From an optimization exercise on the open Yosys and OpenROAD flow, aimed at small area, a short achievable clock period and few clock cycles per item; shortcuts taken in it are not production practice.
At most, simulation tests tie the RTL to the original design; equivalence was not proved.

run 1:
==> flow/design.v (excerpt) <==
module Exp(
    input clk,
    input rst,
    input [31:0] x,
    input [31:0] n,
    output [31:0] res,
    output done
);
clock: 10.0 ns
lec_check: 0
cap_margin: 0
core_margin: 2
core_utilization: 45
place_density: 0.6
setup_slack_margin: 4.6
slew_margin: 0
synth_hierarchical: 1
standard.sh (not shown) runs the stock make flow with config.mk's settings and CLKGATE_MAP_FILE= SYNTH_SCRIPT=/design/flow/synth_recipe.tcl, a recipe that flattens the netlist after the stock synthesis.
==> flow/flow/run.sh <==
#!/bin/bash
# The standard layout, with plain buffers (instead of the resizer's default
# pick) on the ports.
set -euo pipefail
export BUFFER_PORTS_ARGS="-buffer_cell sky130_fd_sc_hd__buf_1"
bash standard.sh > orfs_make.log 2>&1
Testbench counts of run 1, summed over its fixed seeds: cycles 6,460, items 384.
Relative to run 1, the following input files were edited for run 2:
Settings: changing SETUP_SLACK_MARGIN from 4.6 to 5; changing SLEW_MARGIN from 0 to 20; changing CAP_MARGIN from 0 to 20.
--- outcome ---
Max-capacitance violation count: run 1 vs run 2 identical
one[15]$_DFF_P_ as the capture point of the critical path was reported by run 1, and one[14]$_DFF_P_ by run 2.
Against run 1, maximum frequency in run 2 fell slightly.
Relative to run 1, worst-margin pin slew has gone up in run 2.
#### Input delta (run 3 over run 2)
Settings: CTS_BUF_LIST newly set to sky130_fd_sc_hd__clkbuf_8; SETUP_SLACK_MARGIN changed from 5 to 4.5.
Core util | run 3 vs run 2 | run 3 lower. Summary of run 3 over run 2: post-detailed-routing wire length fell 6.5%, register-to-register slack about even. On largest clock skew in the final design, run 2 and run 3 are basically level. Re per-cell routed wire length: run 3 is 3.0% down on run 2. Looking at clock insertion delay at the later pin of the skew report across run 2 and run 3, the one that comes out lower is run 2. Run 3 against run 2: critical path depth -3; layout net count dropped 116; worst setup slack rose by 3.4 ps; filler-free cell count of the finished design went down about 3.6%.
Inputs modified between run 3 and run 4:
Settings: SETUP_SLACK_MARGIN now 4, was 4.5; CTS_BUF_LIST no longer set, was sky130_fd_sc_hd__clkbuf_8.
[summary]
- For run 4, the worst setup path endpoint was one[15]$_DFF_P_, unlike run 3, where it was r[30]$_SDFF_PP0_.
- Compared with run 3, in run 4 register-to-register slack dropped 350 ps; via count of the first global-routing pass down about 0.7%; clock latency on the worst-skew pair now sits lower.
- Run 3 → run 4: detailed router's first-iteration violation count went up by 101; count of boundary I/O pins was more or less identical; non-clock buffer share of cell area went down by 1.9 points.

---

Another version of the RTL of Exp (not shown whole).
Size in the first run: roughly 2,300 cells after synthesis, about 99 I/O pins, ~22,000 µm² of cells after synthesis.
==> flow/design.v (excerpt) <==
module Exp(
    input clk,
    input rst,
    input [31:0] x,
    input [31:0] n,
    output [31:0] res,
    output done
);
make LEC_CHECK=0 ABC_CLOCK_PERIOD_IN_PS=2500 CAP_MARGIN=20 CORE_MARGIN=2 CORE_UTILIZATION=45 PLACE_DENSITY=0.6 SETUP_SLACK_MARGIN=3 SLEW_MARGIN=20 SYNTH_HIERARCHICAL=1 finish   # period 10.0 ns
run.sh (not shown) runs the stock make flow with config.mk's settings and CLKGATE_MAP_FILE= SYNTH_SCRIPT=/design/flow/synth_recipe.tcl, a recipe that flattens the netlist after the stock synthesis.
Stock flow here: none of the scripts above is used.
Testbench counts at the start, summed over its fixed seeds: cycles 6,076, items 384.
Rerun with:
ABC_CLOCK_PERIOD_IN_PS = default   (was 2500)
Non-clock buffer count does not change.
Via count is unchanged.
Flip-flop and latch count is unchanged.
Die area is unchanged.
Design area does not change.
Global-route usage is unchanged.
Register-to-register slack hardly moves.
Hold slack stays the same.
Worst setup slack stays the same.

---

RTL: one of the versions met above, not the one the previous note started from.
Size in the first run: about 23000 sq um of cells after synthesis.
Settings: LEC_CHECK=0, CAP_MARGIN=20, CORE_MARGIN=2, CORE_UTILIZATION=45, PLACE_DENSITY=0.6, SETUP_SLACK_MARGIN=3.5, SLEW_MARGIN=20, SYNTH_HIERARCHICAL=1; clock period 10.0 ns.
standard.sh (not shown) runs the stock make flow with config.mk's settings and CLKGATE_MAP_FILE= SYNTH_SCRIPT=/design/flow/synth_recipe.tcl, a recipe that flattens the netlist after the stock synthesis.
Scripts as last shown in full above: flow/flow/run.sh
The starting point went through all stages and came out clean.
Testbench counts at the start, summed over its fixed seeds: cycles 6,460, items 384.
Next try:
Settings changed: SETUP_SLACK_MARGIN 3.5 to 4.3.
The new run finished clean.
Cell area goes up by 1.9%.
Area after synthesis is unchanged.
Maximum frequency climbs by 15%.

---

== v6 ==
Exp, a different RTL version from the one above (not shown whole).
Size in the first run: about 2400 cells after synthesis.
make LEC_CHECK=0 CAP_MARGIN=20 CORE_MARGIN=2 CORE_UTILIZATION=45 PLACE_DENSITY=0.6 SETUP_SLACK_MARGIN=4.5 SLEW_MARGIN=20 SYNTH_HIERARCHICAL=1 finish   # period 10.0 ns
run.sh (not shown) runs the stock make flow with config.mk's settings and CLKGATE_MAP_FILE= SYNTH_SCRIPT=/design/flow/synth_recipe.tcl, a recipe that flattens the netlist after the stock synthesis.
Stock flow here: none of the scripts above is used.
--- input diff v6..v7 ---
Settings: changing SETUP_SLACK_MARGIN from 4.5 to 3.
## What came out
Compared with v6, v7 instantiates a smaller number of standard cells. In v7 the total buffers and inverters traversed by the critical path turned out 2 lower than in v6. The detailed-route wire length in v7 sits 12% below the value recorded for v6.
Function was not checked in any run of this note: the RTL went through the layout flow alone.

## what the ideal ports hide
The flow's constraints put no driver on any port. The routed layouts listed below were extracted and timed again, unchanged, in two steps. Step 1 sets driving cells, clkbuf_16 on the clock port and buf_2 on the other inputs (assumed; they add their load-dependent delay and slew). Step 2 moves the port delays by t, midway between the first and last clock arrival at a register: inputs arrive t later, outputs are due t later. That takes back most of the time a late clock gives input paths. Slacks: no drivers / after step 1 / after step 2; pairs: no drivers / after step 1.
run	shift t [ns]	slack for setup (ns)	worst setup path at the end
run 1	0.546	4.610 / 4.610 / 4.610	register to register
run 2	0.524	4.587 / 4.587 / 4.587	register to register
run 3	0.587	4.590 / 4.590 / 4.590	register to register
run 4	0.516	4.244 / 4.244 / 4.244	register to register
the first run of note 2	0.389	3.136 / 3.154 / 2.765	input to register
the second run of note 2	0.389	3.136 / 3.154 / 2.765	input to register
the first run of note 3	0.518	3.619 / 3.619 / 3.619	register to register
the second run of note 3	0.516	4.430 / 4.430 / 4.430	register to register
v6	0.404	3.607 / 3.303 / 2.899	input to register
v7	0.410	3.140 / 3.161 / 2.751	input to register
After both steps every run listed still meets setup and hold. The setup slack of v6, which loses most, moves by -0.304 ns with the drivers and by -0.708 ns with both steps.
